This is an optimization exercise on Yosys and OpenROAD, whose aim is small area, not a production implementation. Only simulation tests tie the RTL to the original design; equivalence was not proved. Power is estimated from default activity; no workload was simulated.

==> flow/design.v (outline; a module is shown in full before it is edited, if it fits) <==
// module accumlator: 49 lines
// module rca: 19 lines
// module sin_rom: 1226 lines
// module sin_dds: 52 lines
// module triangle_dds: 76 lines
// module square_dds: 37 lines
// module mult_pipe: 26 lines
// module mult_core: 1090 lines
// module dds: 56 lines
module dds (
    input                clock,
    input                rstn,
    input                en,
    input         [ 1:0] wave_type,
    input  signed [15:0] amp_word,
    input         [31:0] pha_word,
    input         [31:0] sin_fre_word,
    input         [31:0] tri_incre_word,
    input         [31:0] tri_decre_word,
    input         [31:0] sqr_cnt_word,
    input         [31:0] sqr_cmp_word,
    output signed [13:0] wave_out
);
  // ...
==> flow/flow/run.sh <==
#!/bin/bash
# Own layout flow: the standard synthesis, then the combinational logic
# between the registers is mapped again for area (registers, full and half
# adders kept as they are, full adders flipped to need fewer inverters), then
# the standard layout from floorplan to finish.
set -euo pipefail
W=$(pwd)
F=$W/flow
R=$W/orfs/results/${FLOW_PLATFORM}/dds/base
LIB=$FLOW_HOME/platforms/sky130hd/lib/sky130_fd_sc_hd__tt_025C_1v80.lib
YOSYS=$(command -v yosys || echo $FLOW_HOME/../tools/install/yosys/bin/yosys)
if [ -f $F/env.sh ]; then source $F/env.sh; fi

bash standard.sh synth > $W/flow_1_synth.log 2>&1
cp $R/1_2_yosys.v $W/std_1_2_yosys.v

KEEP=$(tr '\n' ' ' < $F/keep.txt)
cat > $W/resynth_a.ys <<EOY
read_liberty -ignore_miss_func -ignore_miss_dir $LIB
blackbox $KEEP
read_verilog $W/std_1_2_yosys.v
hierarchy -top $FLOW_TOP
flatten
opt_clean -purge
opt -purge
select -module $FLOW_TOP
write_json $W/resynth_a.json
EOY
$YOSYS -s $W/resynth_a.ys > $W/flow_2_resynth_a.log 2>&1
python3 $F/polar.py $W/resynth_a.json $W/resynth_b.json > $W/flow_3_polar.log 2>&1
cat > $W/resynth_b.ys <<EOY
read_json $W/resynth_b.json
hierarchy -top $FLOW_TOP
opt -purge
abc -liberty $LIB $(cat $F/dontuse.txt) -script $F/abc_area.script
opt_clean -purge
setundef -zero
hilomap -singleton -hicell sky130_fd_sc_hd__conb_1 HI -locell sky130_fd_sc_hd__conb_1 LO
splitnets
opt_clean -purge
insbuf -buf sky130_fd_sc_hd__buf_4 A X
check
stat -liberty $LIB
write_verilog -noattr -noexpr -nohex -nodec $W/resynth.v
EOY
$YOSYS -s $W/resynth_b.ys > $W/flow_4_resynth_b.log 2>&1

# registers must be the standard synthesis's, by name and cell type
grep -oE "sky130_fd_sc_hd__df[a-z0-9_]+ [^ ]+" $W/std_1_2_yosys.v | sort > $W/regs_std.txt
grep -oE "sky130_fd_sc_hd__df[a-z0-9_]+ [^ ]+" $W/resynth.v | sort > $W/regs_new.txt
if cmp -s $W/regs_std.txt $W/regs_new.txt; then
  cp $W/resynth.v $R/1_2_yosys.v
  rm -f $R/1_synth.odb $R/1_synth.sdc
else
  echo "register mismatch; keeping the standard netlist" >> $W/flow_4_resynth_b.log
fi

bash standard.sh finish > $W/flow_5_layout.log 2>&1
==> flow/flow/abc_area.script <==
strash
dch -f
map -a
topo
==> flow/flow/dontuse.txt <==
-dont_use sky130_fd_sc_hd__probe_p_8 -dont_use sky130_fd_sc_hd__probec_p_8 -dont_use sky130_fd_sc_hd__lpflow_bleeder_1 -dont_use sky130_fd_sc_hd__lpflow_clkbufkapwr_1 -dont_use sky130_fd_sc_hd__lpflow_clkbufkapwr_16 -dont_use sky130_fd_sc_hd__lpflow_clkbufkapwr_2 -dont_use sky130_fd_sc_hd__lpflow_clkbufkapwr_4 -dont_use sky130_fd_sc_hd__lpflow_clkbufkapwr_8 -dont_use sky130_fd_sc_hd__lpflow_clkinvkapwr_1 -dont_use sky130_fd_sc_hd__lpflow_clkinvkapwr_16 -dont_use sky130_fd_sc_hd__lpflow_clkinvkapwr_2 -dont_use sky130_fd_sc_hd__lpflow_clkinvkapwr_4 -dont_use sky130_fd_sc_hd__lpflow_clkinvkapwr_8 -dont_use sky130_fd_sc_hd__lpflow_decapkapwr_12 -dont_use sky130_fd_sc_hd__lpflow_decapkapwr_3 -dont_use sky130_fd_sc_hd__lpflow_decapkapwr_4 -dont_use sky130_fd_sc_hd__lpflow_decapkapwr_6 -dont_use sky130_fd_sc_hd__lpflow_decapkapwr_8 -dont_use sky130_fd_sc_hd__lpflow_inputiso0n_1 -dont_use sky130_fd_sc_hd__lpflow_inputiso0p_1 -dont_use sky130_fd_sc_hd__lpflow_inputiso1n_1 -dont_use sky130_fd_sc_hd__lpflow_inputiso1p_1 -dont_use sky130_fd_sc_hd__lpflow_inputisolatch_1 -dont_use sky130_fd_sc_hd__lpflow_isobufsrc_1 -dont_use sky130_fd_sc_hd__lpflow_isobufsrc_16 -dont_use sky130_fd_sc_hd__lpflow_isobufsrc_2 -dont_use sky130_fd_sc_hd__lpflow_isobufsrc_4 -dont_use sky130_fd_sc_hd__lpflow_isobufsrc_8 -dont_use sky130_fd_sc_hd__lpflow_isobufsrckapwr_16 -dont_use sky130_fd_sc_hd__lpflow_lsbuf_lh_hl_isowell_tap_1 -dont_use sky130_fd_sc_hd__lpflow_lsbuf_lh_hl_isowell_tap_2 -dont_use sky130_fd_sc_hd__lpflow_lsbuf_lh_hl_isowell_tap_4 -dont_use sky130_fd_sc_hd__lpflow_lsbuf_lh_isowell_4 -dont_use sky130_fd_sc_hd__lpflow_lsbuf_lh_isowell_tap_1 -dont_use sky130_fd_sc_hd__lpflow_lsbuf_lh_isowell_tap_2 -dont_use sky130_fd_sc_hd__lpflow_lsbuf_lh_isowell_tap_4 
==> flow/flow/env.sh <==
export BUFFER_PORTS_ARGS="-buffer_cell sky130_fd_sc_hd__buf_1"
export CTS_ARGS="-sink_clustering_enable -repair_clock_nets -dont_use_dummy_load -buf_list sky130_fd_sc_hd__clkbuf_8 -sink_clustering_size 12 -sink_clustering_max_diameter 50"
==> flow/flow/keep.txt <==
sky130_fd_sc_hd__conb_1
sky130_fd_sc_hd__decap_12
sky130_fd_sc_hd__decap_3
sky130_fd_sc_hd__decap_4
sky130_fd_sc_hd__decap_6
sky130_fd_sc_hd__decap_8
sky130_fd_sc_hd__dfbbn_1
sky130_fd_sc_hd__dfbbn_2
sky130_fd_sc_hd__dfbbp_1
sky130_fd_sc_hd__dfrbp_1
sky130_fd_sc_hd__dfrbp_2
sky130_fd_sc_hd__dfrtn_1
sky130_fd_sc_hd__dfrtp_1
sky130_fd_sc_hd__dfrtp_2
sky130_fd_sc_hd__dfrtp_4
sky130_fd_sc_hd__dfsbp_1
sky130_fd_sc_hd__dfsbp_2
sky130_fd_sc_hd__dfstp_1
sky130_fd_sc_hd__dfstp_2
sky130_fd_sc_hd__dfstp_4
sky130_fd_sc_hd__dfxbp_1
sky130_fd_sc_hd__dfxbp_2
sky130_fd_sc_hd__dfxtp_1
sky130_fd_sc_hd__dfxtp_2
sky130_fd_sc_hd__dfxtp_4
sky130_fd_sc_hd__diode_2
sky130_fd_sc_hd__dlclkp_1
sky130_fd_sc_hd__dlclkp_2
sky130_fd_sc_hd__dlclkp_4
sky130_fd_sc_hd__dlrbn_1
sky130_fd_sc_hd__dlrbn_2
sky130_fd_sc_hd__dlrbp_1
sky130_fd_sc_hd__dlrbp_2
sky130_fd_sc_hd__dlrtn_1
sky130_fd_sc_hd__dlrtn_2
sky130_fd_sc_hd__dlrtn_4
sky130_fd_sc_hd__dlrtp_1
sky130_fd_sc_hd__dlrtp_2
sky130_fd_sc_hd__dlrtp_4
sky130_fd_sc_hd__dlxbn_1
sky130_fd_sc_hd__dlxbn_2
sky130_fd_sc_hd__dlxbp_1
sky130_fd_sc_hd__dlxtn_1
sky130_fd_sc_hd__dlxtn_2
sky130_fd_sc_hd__dlxtn_4
sky130_fd_sc_hd__dlxtp_1
sky130_fd_sc_hd__edfxbp_1
sky130_fd_sc_hd__edfxtp_1
sky130_fd_sc_hd__fa_1
sky130_fd_sc_hd__fa_2
sky130_fd_sc_hd__fa_4
sky130_fd_sc_hd__fah_1
sky130_fd_sc_hd__fahcin_1
sky130_fd_sc_hd__fahcon_1
sky130_fd_sc_hd__ha_1
sky130_fd_sc_hd__ha_2
sky130_fd_sc_hd__ha_4
sky130_fd_sc_hd__lpflow_bleeder_1
sky130_fd_sc_hd__lpflow_decapkapwr_12
sky130_fd_sc_hd__lpflow_decapkapwr_3
sky130_fd_sc_hd__lpflow_decapkapwr_4
sky130_fd_sc_hd__lpflow_decapkapwr_6
sky130_fd_sc_hd__lpflow_decapkapwr_8
sky130_fd_sc_hd__lpflow_inputisolatch_1
sky130_fd_sc_hd__sdfbbn_1
sky130_fd_sc_hd__sdfbbn_2
sky130_fd_sc_hd__sdfbbp_1
sky130_fd_sc_hd__sdfrbp_1
sky130_fd_sc_hd__sdfrbp_2
sky130_fd_sc_hd__sdfrtn_1
sky130_fd_sc_hd__sdfrtp_1
sky130_fd_sc_hd__sdfrtp_2
sky130_fd_sc_hd__sdfrtp_4
sky130_fd_sc_hd__sdfsbp_1
sky130_fd_sc_hd__sdfsbp_2
sky130_fd_sc_hd__sdfstp_1
sky130_fd_sc_hd__sdfstp_2
sky130_fd_sc_hd__sdfstp_4
sky130_fd_sc_hd__sdfxbp_1
sky130_fd_sc_hd__sdfxbp_2
sky130_fd_sc_hd__sdfxtp_1
sky130_fd_sc_hd__sdfxtp_2
sky130_fd_sc_hd__sdfxtp_4
sky130_fd_sc_hd__sdlclkp_1
sky130_fd_sc_hd__sdlclkp_2
sky130_fd_sc_hd__sdlclkp_4
sky130_fd_sc_hd__sedfxbp_1
sky130_fd_sc_hd__sedfxbp_2
sky130_fd_sc_hd__sedfxtp_1
sky130_fd_sc_hd__sedfxtp_2
sky130_fd_sc_hd__sedfxtp_4
==> flow/flow/polar.py <==
#!/usr/bin/env python3
"""Flip full adders (fa cells are self-dual: complementing all three inputs
complements both outputs) to minimise inverters between black-box cells.
Reads/writes a yosys JSON netlist of generic gates plus black-box cells."""
import json, sys, collections
FA = ('sky130_fd_sc_hd__fa_1', 'sky130_fd_sc_hd__fa_2', 'sky130_fd_sc_hd__fa_4')
FA_IN, FA_OUT = ('A', 'B', 'CIN'), ('COUT', 'SUM')
d = json.load(open(sys.argv[1]))
top = [m for m in d['modules'] if d['modules'][m].get('attributes', {}).get('top')]
mname = top[0] if top else 'dds'
m = d['modules'][mname]
cells = m['cells']
# drivers
drv = {}
for cn, c in cells.items():
    for p, bits in c['connections'].items():
        if c.get('port_directions', {}).get(p) == 'output':
            for i, b in enumerate(bits):
                if isinstance(b, int): drv[b] = (cn, p)
for pn, p in m['ports'].items():
    if p['direction'] == 'input':
        for b in p['bits']:
            if isinstance(b, int): drv[b] = ('$PORT', pn)
loads = collections.defaultdict(list)
for cn, c in cells.items():
    for p, bits in c['connections'].items():
        if c.get('port_directions', {}).get(p) == 'input':
            for b in bits:
                if isinstance(b, int): loads[b].append((cn, p))
outbits = set()
for pn, p in m['ports'].items():
    if p['direction'] == 'output':
        for b in p['bits']:
            if isinstance(b, int): outbits.add(b)

def base(b):
    par = 0
    seen = 0
    while b in drv and cells.get(drv[b][0], {}).get('type') == '$_NOT_' and seen < 50:
        b = cells[drv[b][0]]['connections']['A'][0]; par ^= 1; seen += 1
    return b, par

fas = [cn for cn, c in cells.items() if c['type'] in FA]
flip = {cn: 0 for cn in fas}
def kind(b):
    if b not in drv: return 'const'
    cn, p = drv[b]
    if cn == '$PORT': return 'fixed'
    t = cells[cn]['type']
    if t in FA: return 'fa'
    if t.startswith('$'): return 'logic'
    return 'fixed'

def native(b):
    k = kind(b)
    if k == 'fa': return flip[drv[b][0]]
    return 0

# collect fa input demands
fa_inputs = {cn: [base(cells[cn]['connections'][p][0]) if isinstance(cells[cn]['connections'][p][0], int) else (None, 0) for p in FA_IN] for cn in fas}
# fixed demands: non-fa black-box inputs (flops, ha), output ports: require true value of their (base, par) source
fixed_demand = collections.defaultdict(set)
for cn, c in cells.items():
    t = c['type']
    if t in FA or t.startswith('$'): continue
    for p, bits in c['connections'].items():
        if c.get('port_directions', {}).get(p) == 'input':
            for b in bits:
                if isinstance(b, int):
                    bb, par = base(b)
                    fixed_demand[bb].add(par)
for b in outbits:
    bb, par = base(b); fixed_demand[bb].add(par)
def cost_of_base(bb, fa_pols):
    k = kind(bb)
    if k in ('logic', 'const') or bb is None: return 0.0
    nat = native(bb)
    pols = set(p ^ nat for p in fixed_demand.get(bb, ())) | set(p ^ nat for p in fa_pols)
    c = 1.0 if 1 in pols else 0.0
    if k == 'fa' and nat == 1 and logic_load.get(bb): c += 0.3
    return c
logic_load = {}
for cn in fas:
    for p in FA_OUT:
        b = cells[cn]['connections'][p][0]
        logic_load[b] = any(cells[l]['type'].startswith('$') and cells[l]['type'] != '$_NOT_' for l, _ in loads[b])

def demands():
    dm = collections.defaultdict(list)
    for cn in fas:
        for (bb, par) in fa_inputs[cn]:
            if bb is not None: dm[bb].append(par ^ flip[cn])
    return dm
def total():
    dm = demands()
    bases = set(dm) | set(fixed_demand) | set(cells[cn]['connections'][p][0] for cn in fas for p in FA_OUT)
    return sum(cost_of_base(b, dm.get(b, [])) for b in bases)

cur = total()
pass
for it in range(20):
    improved = False
    for cn in fas:
        flip[cn] ^= 1
        t = total()
        if t < cur - 1e-9:
            cur = t; improved = True
        else:
            flip[cn] ^= 1
    pass
    if not improved: break

# rewrite: for flipped fa, invert inputs and outputs with $_NOT_ cells
nextbit = [max(b for c in cells.values() for bits in c['connections'].values() for b in bits if isinstance(b, int)) + 1]
for p in m['ports'].values():
    for b in p['bits']:
        if isinstance(b, int): nextbit[0] = max(nextbit[0], b + 1)
def nb():
    nextbit[0] += 1; return nextbit[0] - 1
k = 0
def add_not(a, y):
    global k
    k += 1
    cells[f'$polar_not${k}'] = {'hide_name': 1, 'type': '$_NOT_', 'parameters': {}, 'attributes': {},
                                'port_directions': {'A': 'input', 'Y': 'output'},
                                'connections': {'A': [a], 'Y': [y]}}
for cn in fas:
    if not flip[cn]: continue
    c = cells[cn]
    for p in FA_IN:
        a = c['connections'][p][0]
        if isinstance(a, str):
            c['connections'][p] = ['1' if a == '0' else '0']
        else:
            y = nb(); add_not(a, y); c['connections'][p] = [y]
    for p in FA_OUT:
        o = c['connections'][p][0]
        y = nb(); c['connections'][p] = [y]; add_not(y, o)
json.dump(d, open(sys.argv[2], 'w'))
==> flow/standard.sh <==
#!/bin/bash
# synth_recipe.tcl (not shown) runs the flow's synth.tcl, then flattens the netlist and writes it again
# the make line also repeats each setting of config.mk as NAME=value (left out here)
make -C /OpenROAD-flow-scripts/flow DESIGN_CONFIG=/design/flow/config.mk WORK_HOME=/design/flow/orfs CLKGATE_MAP_FILE= SYNTH_SCRIPT=/design/flow/synth_recipe.tcl "${@:-finish}"
==> flow/config.mk <==
export PLATFORM = sky130hd
export DESIGN_NAME = dds
export DESIGN_NICKNAME = dds
export VERILOG_FILES = /design/flow/design.v
export SDC_FILE = /design/flow/constraint.sdc
export NUM_CORES = 4
export LEC_CHECK = 0
export CAP_MARGIN = 20
export CORE_MARGIN = 2
export CORE_UTILIZATION = 65
export PLACE_DENSITY = 0.75
export SLEW_MARGIN = 20
==> flow/constraint.sdc <==
create_clock -name core_clock -period 13.0 [get_ports {clock}]
set_input_delay 2.6000 -clock core_clock [delete_from_list [all_inputs] [get_ports {clock}]]
set_output_delay 2.6000 -clock core_clock [all_outputs]
set_load 0.01 [all_outputs]
==> results.py, run 1 <==
metrics = {
    "cells_and_area": {
        "area_growth_pct": 9.12,
        "multi_input_area_share_pct": 60.2,
        "nFillCells": 2641,
        "num-nets-final": 3591,
        "fin_area_um2": 26500,
        "reg_top3": "u_sin_dds.u_accumlator.s3 x32, u_square_dds.cnt x32, u_triangle_dds.cnt x32",
        "dominant-cell-class": "multi-input combinational cells",
        "final-seq-area_um2": 7110,
    },
    "critical_path": {
        "endpoint_kind": "flip-flop",
        "crit_buf_inv": 5,
        "reg2reg_slack_ns": 3.35,
        "cp-start-kind": "primary input",
        "critical_path.startpoint": "pha_word[2]",
        "reg2reg_depth": 26,
        "endpoint": "u_triangle_dds.data[10]",
        "critical_path_depth": 47,
        "cpPeakStageDelay_ns": 0.58,
        "cpMaxStageDelayCell": "nor2_1",
    },
    "global_routing": {
        "first_global_vias": 22600,
        "antenna_found_initial": 0,
        "grt_util_all_layers_pct": 40.1,
        "grt_max_degree": 152,
    },
    "hold_path": {
        "holdCritStartpoint": "u_mult.p2[5]",
        "hold_end": "u_mult.P[5]",
    },
    "sta": {
        "fin_crit_sh_pct": 87.8,
        "fin_setup_tns_ns": 0,
        "slew_headroom_pct": 22.0,
        "fin_worst_skew_ns": 0.0707,
        "finalHoldViolCount": 0,
        "worst_pin_slew_ns": 1.17,
    },
    "floorplan": {
        "die_area_um2": 38900,
        "io_pins": 227,
        "initial_core_util_pct": 66.1,
        "taps": 468,
    },
    "run_status": {
        "status": "no timing/DRC/antenna violations",
    },
    "pwr": {
        "ir_drop_mv": 0.226,
        "p_switching_uw": 4400,
    },
    "clock_tree": {
        "holdBufCountCts": 0,
        "clk_path_buf_depth": 3,
    },
    "detailed_routing": {
        "wl_met3_um": 7500,
        "final_antenna_net_count": 0,
    },
    "synthesis": {
        "synth_warnings": 5,
        "synth_nets": 3296,
    },
    "place": {
        "hpwl_um": 58900,
    },
}
==> module triangle_dds, before the edit <==
module triangle_dds (
    input             [31:0] incre_word,
    decre_word,
    input             [31:0] pha_word,
    input                    clk,
    rstn,
    en,
    output reg signed [13:0] data
);
  reg [31:0] cnt;
  reg        direction;
  reg        sign;
  wire [31:0] x = direction ? decre_word : incre_word;
  wire [15:0] ylo, yhi0;
  wire        c16, unused_c32;
  rca #(16) u_ylo (.a(cnt[15:0]),  .b(x[15:0]),  .ci(1'b0), .s(ylo),  .co(c16));
  rca #(16) u_yhi (.a(cnt[31:16]), .b(x[31:16]), .ci(1'b0), .s(yhi0), .co(unused_c32));
  wire [15:0] yhi = yhi0 + {15'b0, c16};
  wire [31:0] cnt_next = {yhi, ylo};
  wire [31:0] cs_s = cnt ^ pha_word ^ x;
  wire [31:0] cs_c = (cnt & pha_word) | (cnt & x) | (pha_word & x);
  wire        k30 = carry_out30(cs_s[29:0], {cs_c[28:0], 1'b0});
  wire        n30 = cs_s[30] ^ cs_c[29] ^ k30;
  wire        k31 = (cs_s[30] & cs_c[29]) | (cs_s[30] & k30) | (cs_c[29] & k30);
  wire        n31 = cs_s[31] ^ cs_c[30] ^ k31;
  wire        k18 = carry_out18(cnt[17:0], pha_word[17:0]);
  wire [12:0] t;
  wire        unused_t;
  rca #(13) u_t (.a(cnt[30:18]), .b(pha_word[30:18]), .ci(k18), .s(t), .co(unused_t));
  wire [17:0] lp = cnt[17:0] ^ pha_word[17:0];
  wire        low_ones = &lp;                                           
  wire        low_zero = (lp == {cnt[16:0] | pha_word[16:0], 1'b0});   
  wire [12:0] m1 = ~t + {12'b0, low_zero};   
  wire [12:0] m2 = t + {12'b0, low_ones};    
  reg [13:0] data_next;
  always @(*) begin
    case ({sign, direction})
      2'b00:   data_next = {t, 1'b0};
      2'b01:   data_next = m1[12] ? 14'h1FFF : {m1, 1'b0};
      2'b11:   data_next = {m1, 1'b0};
      default: data_next = {m2, 1'b0};
    endcase
  end
  always @(posedge clk or negedge rstn) begin
    if (!rstn) begin
      cnt       <= 32'b0;
      data      <= 14'sb0;
      direction <= 1'b0;
      sign      <= 1'b0;
    end
    else if (en) begin
      cnt       <= cnt_next;
      data      <= data_next;
      sign      <= n31;
      direction <= n31 ^ n30;
    end
  end
  function carry_out30(input [29:0] a, input [29:0] b);
    integer i;
    reg c;
    begin
      c = 1'b0;
      for (i = 0; i < 30; i = i + 1) c = (a[i] & b[i]) | (c & (a[i] | b[i]));
      carry_out30 = c;
    end
  endfunction
  function carry_out18(input [17:0] a, input [17:0] b);
    integer i;
    reg c;
    begin
      c = 1'b0;
      for (i = 0; i < 18; i = i + 1) c = (a[i] & b[i]) | (c & (a[i] | b[i]));
      carry_out18 = c;
    end
  endfunction
endmodule
==> module square_dds, before the edit <==
module square_dds (
    input             [31:0] cnt_word,
    input             [31:0] cmp_word,
    input             [31:0] pha_word,
    input  signed     [13:0] amp_word,
    input                    clk,
    input                    rstn,
    input                    en,
    output     signed [13:0] data
);
  reg [31:0] cnt;
  wire wrap = carry_out32(cnt, ~cnt_word, 1'b1);
  always @(posedge clk, negedge rstn) begin
    if (!rstn) begin
      cnt <= 32'b0;
    end
    else if (en) begin
      if (wrap) cnt <= 32'b0;
      else cnt <= cnt + 1'b1;
    end
  end
  wire [31:0] cs_s = cnt ^ pha_word ^ ~cmp_word;
  wire [31:0] cs_c = (cnt & pha_word) | (cnt & ~cmp_word) | (pha_word & ~cmp_word);
  wire        c_sum = carry_out32(cnt, pha_word, 1'b0);
  wire        c_row = carry_out32(cs_s, {cs_c[30:0], 1'b1}, 1'b0);
  wire        ge = c_sum ? (cs_c[31] & c_row) : (cs_c[31] | c_row);
  assign data = ge ? amp_word : 14'sb0;
  function carry_out32(input [31:0] a, input [31:0] b, input ci);
    integer i;
    reg c;
    begin
      c = ci;
      for (i = 0; i < 32; i = i + 1) c = (a[i] & b[i]) | (c & (a[i] | b[i]));
      carry_out32 = c;
    end
  endfunction
endmodule
==> run 2, diff against run 1 <==
--- a/flow/design.v
+++ b/flow/design.v
@@ -1358,15 +1358,20 @@
   reg        sign;
-  wire [31:0] x = direction ? decre_word : incre_word;
-  wire [15:0] ylo, yhi0;
-  wire        c16, unused_c32;
-  rca #(16) u_ylo (.a(cnt[15:0]),  .b(x[15:0]),  .ci(1'b0), .s(ylo),  .co(c16));
-  rca #(16) u_yhi (.a(cnt[31:16]), .b(x[31:16]), .ci(1'b0), .s(yhi0), .co(unused_c32));
-  wire [15:0] yhi = yhi0 + {15'b0, c16};
-  wire [31:0] cnt_next = {yhi, ylo};
-  wire [31:0] cs_s = cnt ^ pha_word ^ x;
-  wire [31:0] cs_c = (cnt & pha_word) | (cnt & x) | (pha_word & x);
-  wire        k30 = carry_out30(cs_s[29:0], {cs_c[28:0], 1'b0});
-  wire        n30 = cs_s[30] ^ cs_c[29] ^ k30;
-  wire        k31 = (cs_s[30] & cs_c[29]) | (cs_s[30] & k30) | (cs_c[29] & k30);
-  wire        n31 = cs_s[31] ^ cs_c[30] ^ k31;
+  wire        sel_d = en & direction;
+  wire        sel_i = en & ~direction;
+  wire [31:0] x = ({32{sel_d}} & decre_word) | ({32{sel_i}} & incre_word);
+  wire [10:0] y0;
+  wire [10:0] y1a;
+  wire [9:0]  y2a;
+  wire        c11, c22a, unused_c32;
+  rca #(11) u_y0 (.a(cnt[10:0]),  .b(x[10:0]),  .ci(1'b0), .s(y0),  .co(c11));
+  rca #(11) u_y1 (.a(cnt[21:11]), .b(x[21:11]), .ci(1'b0), .s(y1a), .co(c22a));
+  rca #(10) u_y2 (.a(cnt[31:22]), .b(x[31:22]), .ci(1'b0), .s(y2a), .co(unused_c32));
+  wire        c22 = c22a | (c11 & (&y1a));
+  wire [10:0] y1 = y1a + {10'b0, c11};
+  wire [9:0]  y2 = y2a + {9'b0, c22};
+  wire [31:0] cnt_next = {y2, y1, y0};
+  wire        k30 = carry_out30(cnt_next[29:0], pha_word[29:0]);
+  wire        n30 = cnt_next[30] ^ pha_word[30] ^ k30;
+  wire        k31 = (cnt_next[30] & pha_word[30]) | (cnt_next[30] & k30) | (pha_word[30] & k30);
+  wire        n31 = cnt_next[31] ^ pha_word[31] ^ k31;
   wire        k18 = carry_out18(cnt[17:0], pha_word[17:0]);
@@ -1396,7 +1401,9 @@
     end
-    else if (en) begin
-      cnt       <= cnt_next;
-      data      <= data_next;
-      sign      <= n31;
-      direction <= n31 ^ n30;
+    else begin
+      cnt <= cnt_next;
+      if (en) begin
+        data      <= data_next;
+        sign      <= n31;
+        direction <= n31 ^ n30;
+      end
     end
@@ -1434,2 +1441,12 @@
   wire wrap = carry_out32(cnt, ~cnt_word, 1'b1);
+  wire [32:0] ic;
+  wire [31:0] inc;
+  assign ic[0] = en;
+  genvar i;
+  generate
+    for (i = 0; i < 32; i = i + 1) begin : g_inc
+      assign inc[i]  = cnt[i] ^ ic[i];
+      assign ic[i+1] = cnt[i] & ic[i];
+    end
+  endgenerate
   always @(posedge clk, negedge rstn) begin
@@ -1438,5 +1455,4 @@
     end
-    else if (en) begin
-      if (wrap) cnt <= 32'b0;
-      else cnt <= cnt + 1'b1;
+    else begin
+      cnt <= (en & wrap) ? 32'b0 : inc;
     end
--- a/flow/flow/run.sh
+++ b/flow/flow/run.sh
@@ -2,5 +2,6 @@
 # Own layout flow: the standard synthesis, then the combinational logic
-# between the registers is mapped again for area (registers, full and half
-# adders kept as they are, full adders flipped to need fewer inverters), then
-# the standard layout from floorplan to finish.
+# between the registers is mapped again for area (registers and full adders
+# kept as they are, full adders flipped to need fewer inverters, half adders
+# mapped again as logic), then the standard layout from floorplan to
+# finish, with small port buffers and a clock tree without dummy loads.
 set -euo pipefail
==> flow/flow/abc_area.script (replaced) <==
strash
dc2
dch -f
map -a -F 2
strash
dch -f
map -a
topo
==> flow/flow/env.sh (replaced) <==
export BUFFER_PORTS_ARGS="-buffer_cell sky130_fd_sc_hd__buf_1"
export CTS_ARGS="-sink_clustering_enable -repair_clock_nets -dont_use_dummy_load -buf_list sky130_fd_sc_hd__clkbuf_4 -sink_clustering_size 8 -sink_clustering_max_diameter 40"
--- a/flow/flow/keep.txt
+++ b/flow/flow/keep.txt
@@ -54,5 +54,2 @@
 sky130_fd_sc_hd__fahcon_1
-sky130_fd_sc_hd__ha_1
-sky130_fd_sc_hd__ha_2
-sky130_fd_sc_hd__ha_4
 sky130_fd_sc_hd__lpflow_bleeder_1
--- a/flow/config.mk
+++ b/flow/config.mk
@@ -9,4 +9,4 @@
 export CORE_MARGIN = 2
-export CORE_UTILIZATION = 65
-export PLACE_DENSITY = 0.75
+export CORE_UTILIZATION = 50
+export PLACE_DENSITY = 0.65
 export SLEW_MARGIN = 20
==> results.py, run 2 <==
metrics = {
    "run_status": {
        "status": "no timing/DRC/antenna violations",
    },
    "cells_and_area": {
        "final_cell_mix": "nand2_1 (427), nor2_1 (398), clkinv_1 (317)",
        "reg_top3": "u_sin_dds.u_accumlator.s3 x32, u_square_dds.cnt x32, u_triangle_dds.cnt x32",
        "drive_gt1_share_pct": 4.19,
        "fin_area_um2": 24100,
        "area_growth_pct": 10.5,
        "layout_commonest_cell": "nand2_1",
        "num-nets-final": 3298,
    },
    "pwr": {
        "p_total_uw": 7660,
        "pwr_density_cell_nw_per_um2": 318,
        "p_leak_uw": 0.00902,
        "ir_drop_mv": 0.300,
    },
    "clock_tree": {
        "cts_made_buffers": 53,
        "clk_latency_ns": 0.79,
        "ctsRootBufferMaster": "clkbuf_4",
        "post-cts-setup-buffers": 0,
        "clk_pin_slew_ns": 0.09,
        "clock_sink_count": 307,
        "cts-resized-gates": 0,
        "clk_path_buf_depth": 3,
        "cts_tree": "built",
        "htreeDepth": 2,
        "holdBufCountCts": 0,
    },
    "floorplan": {
        "initial_core_util_pct": 50.6,
        "num_rows": 76,
        "io_pins": 227,
        "die_h_um": 213,
        "die_area_um2": 45300,
        "core_area_um2": 43100,
        "die_x_um": 213,
    },
    "place": {
        "hpwl_um": 55000,
        "io_buffers": 226,
        "dpl_cell_area_um2": 23700,
        "place.gp.congestion": 0.959,
    },
    "sta": {
        "slew_headroom_pct": 27.3,
        "finalHoldViolCount": 0,
        "max_freq_mhz": 89.0,
        "fin_setup_tns_ns": 0,
        "fin_crit_sh_pct": 86.4,
        "slew_viol_final": 0,
        "setup_viol": 0,
        "period_minus_slack_ns": 11.24,
        "rsz0062_at_grt": "false",
        "fin_worst_skew_ns": 0.0978,
        "worst_pin_slew_ns": 1.09,
    },
    "global_routing": {
        "first_global_vias": 20700,
        "antenna_found_initial": 3,
        "grt_pass1_wl_um": 112000,
        "overflow": 0,
        "grt_util_all_layers_pct": 32.3,
        "grt_max_degree": 71,
    },
    "synthesis": {
        "synth_warnings": 5,
        "synthCells": 2478,
        "netlist_area_um2": 21800,
        "synth.avg_cell_area_um2": 8.80,
        "synth_nets": 2981,
    },
    "critical_path": {
        "endpoint_kind": "flip-flop",
        "cp-start-kind": "primary input",
        "crit_top_cell": "fa_1",
        "arrival_ns": 11.95,
        "reg2reg_depth": 40,
        "cp_max_fo": 18,
        "required_ns": 13.71,
        "cpMaxStageDelayCell": "fa_1",
        "cpPeakStageDelay_ns": 0.48,
        "worst-setup-path-type": "primary input to flip-flop",
    },
    "detailed_routing": {
        "firstDrtPassIters": 6,
        "via_per_inst": 5.80,
        "drc": 0,
        "drtIter0Drc": 1698,
        "vias": 19600,
        "post_drt_wl_per_cell_um": 20.7,
        "final_antenna_net_count": 0,
        "wl_um": 69900,
    },
    "hold_path": {
        "min_path_cells": 0,
        "worstHoldPathType": "flip-flop to flip-flop",
    },
    "run": {
        "maxCapViolCount": 0,
    },
}
run 2: changes by cell type in the layout (fill, tap and decap cells not counted), moves of 21 or more:
cell and delta:
nor2_1 +70, o22ai_1 +26, fa_1 -31, a21oi_1 +21, nand2_1 +34, clkbuf_8 -37
nor3_1 -29, nand3_1 -35, clkbuf_4 +53, ha_1 -150
run 2: final timing paths:
check / from / to / slack (ns)
hold / removal: u_mult.p2[0] / u_mult.P[0] / 0.29
max in group asynchronous: rstn / u_mult.P[1] / 9.52
setup / recovery: en / u_triangle_dds.direction / 1.76
setup reg to reg: u_triangle_dds.direction / u_triangle_dds.direction / 2.39
hold reg to reg: u_mult.p2[0] / u_mult.P[0] / 0.29
min in group asynchronous: rstn / u_sin_dds.u_accumlator.s0[7] / 1.95
run 2: metrics by stage:
| step | utilization [%] | hold slack, ns | instances | setup slack [ns] |
|---|---|---|---|---|
| after floorplan | - | 0.310 | 2478 | 1.76 |
| after global placement | 55.0 | 0.310 | 3325 | 1.16 |
| after detailed placement | 55.0 | 0.312 | 3325 | 1.00 |
| after CTS | 55.9 | 0.288 | 3378 | 1.85 |
| after global routing | 55.9 | 0.285 | 3380 | 1.15 |
| final | 55.9 | 0.286 | 3380 | 1.76 |
run 2: cell type report:
class / count / area, µm²
flip-flops and latches: 307 / 7110
diodes: 2 / 5.00
fillers: 4017 / 19000
inverters: 317 / 1190
well taps: 585 / 732
repair buffers: 262 / 1120
clock buffers: 53 / 398
multi-input cells: 1854 / 13500
run 2: routing by layer:
metal / up-vias / global-route usage, % / share of wire (%)
met4: 2 / 12.8 / 3.8
met5: - / 0 / 0.024
met3: 204 / 5.40 / 7.6
met2: 903 / 53.4 / 47
li1: 8875 / - / -
met1: 9605 / 42.5 / 41
run 2: where the power goes:
part | leakage, µW | switching [µW] | total [µW] | internal, µW
logic | 0.00551 | 3570 | 5520 | 1960
clock network | 0.000244 | 319 | 504 | 185
registers | 0.00326 | 235 | 1630 | 1400
total | 0.00902 | 4120 | 7660 | 3540
run 2: critical path: cells and delay by family:
family / cells / cell delay [ns]
simple gates: 10 / 1.19
compound gates: 11 / 1.77
xor+xnor: 2 / 0.40
fa+ha+maj: 11 / 5.02
buf+inv: 7 / 0.97

## what the ideal ports hide
The results above use ideal ports. As a check the final layouts listed here were re-extracted and re-timed, cells and wires unchanged.
Step 1, drivers: a clkbuf_16 drives clock and a buf_2 each remaining input, both assumed.
Step 2 adds t to the input delays and takes it off the output delays; t is the mean of the earliest and latest rising clock arrival at the registers after step 1. Input paths then give back, and output paths get back, about the clock's delay inside the block.
Three values: ideal, step 1, step 2; two values: the first two.
run	shift t [ns]	slack for setup (ns)	hold WS [ns]	worst setup path after step 2	worst register clock-pin slew, ns
run 1	0.616	1.587 / 1.618 / 1.002	0.291 / 0.291 / 0.291	input to register	0.09 / 0.09
run 2	0.790	1.764 / 1.797 / 1.007	0.286 / 0.286 / 0.286	input to register	0.09 / 0.09
After both steps every run listed still meets setup and hold. The setup slack of run 2, which loses most, moves by +0.033 ns with the drivers and by -0.757 ns with both steps.
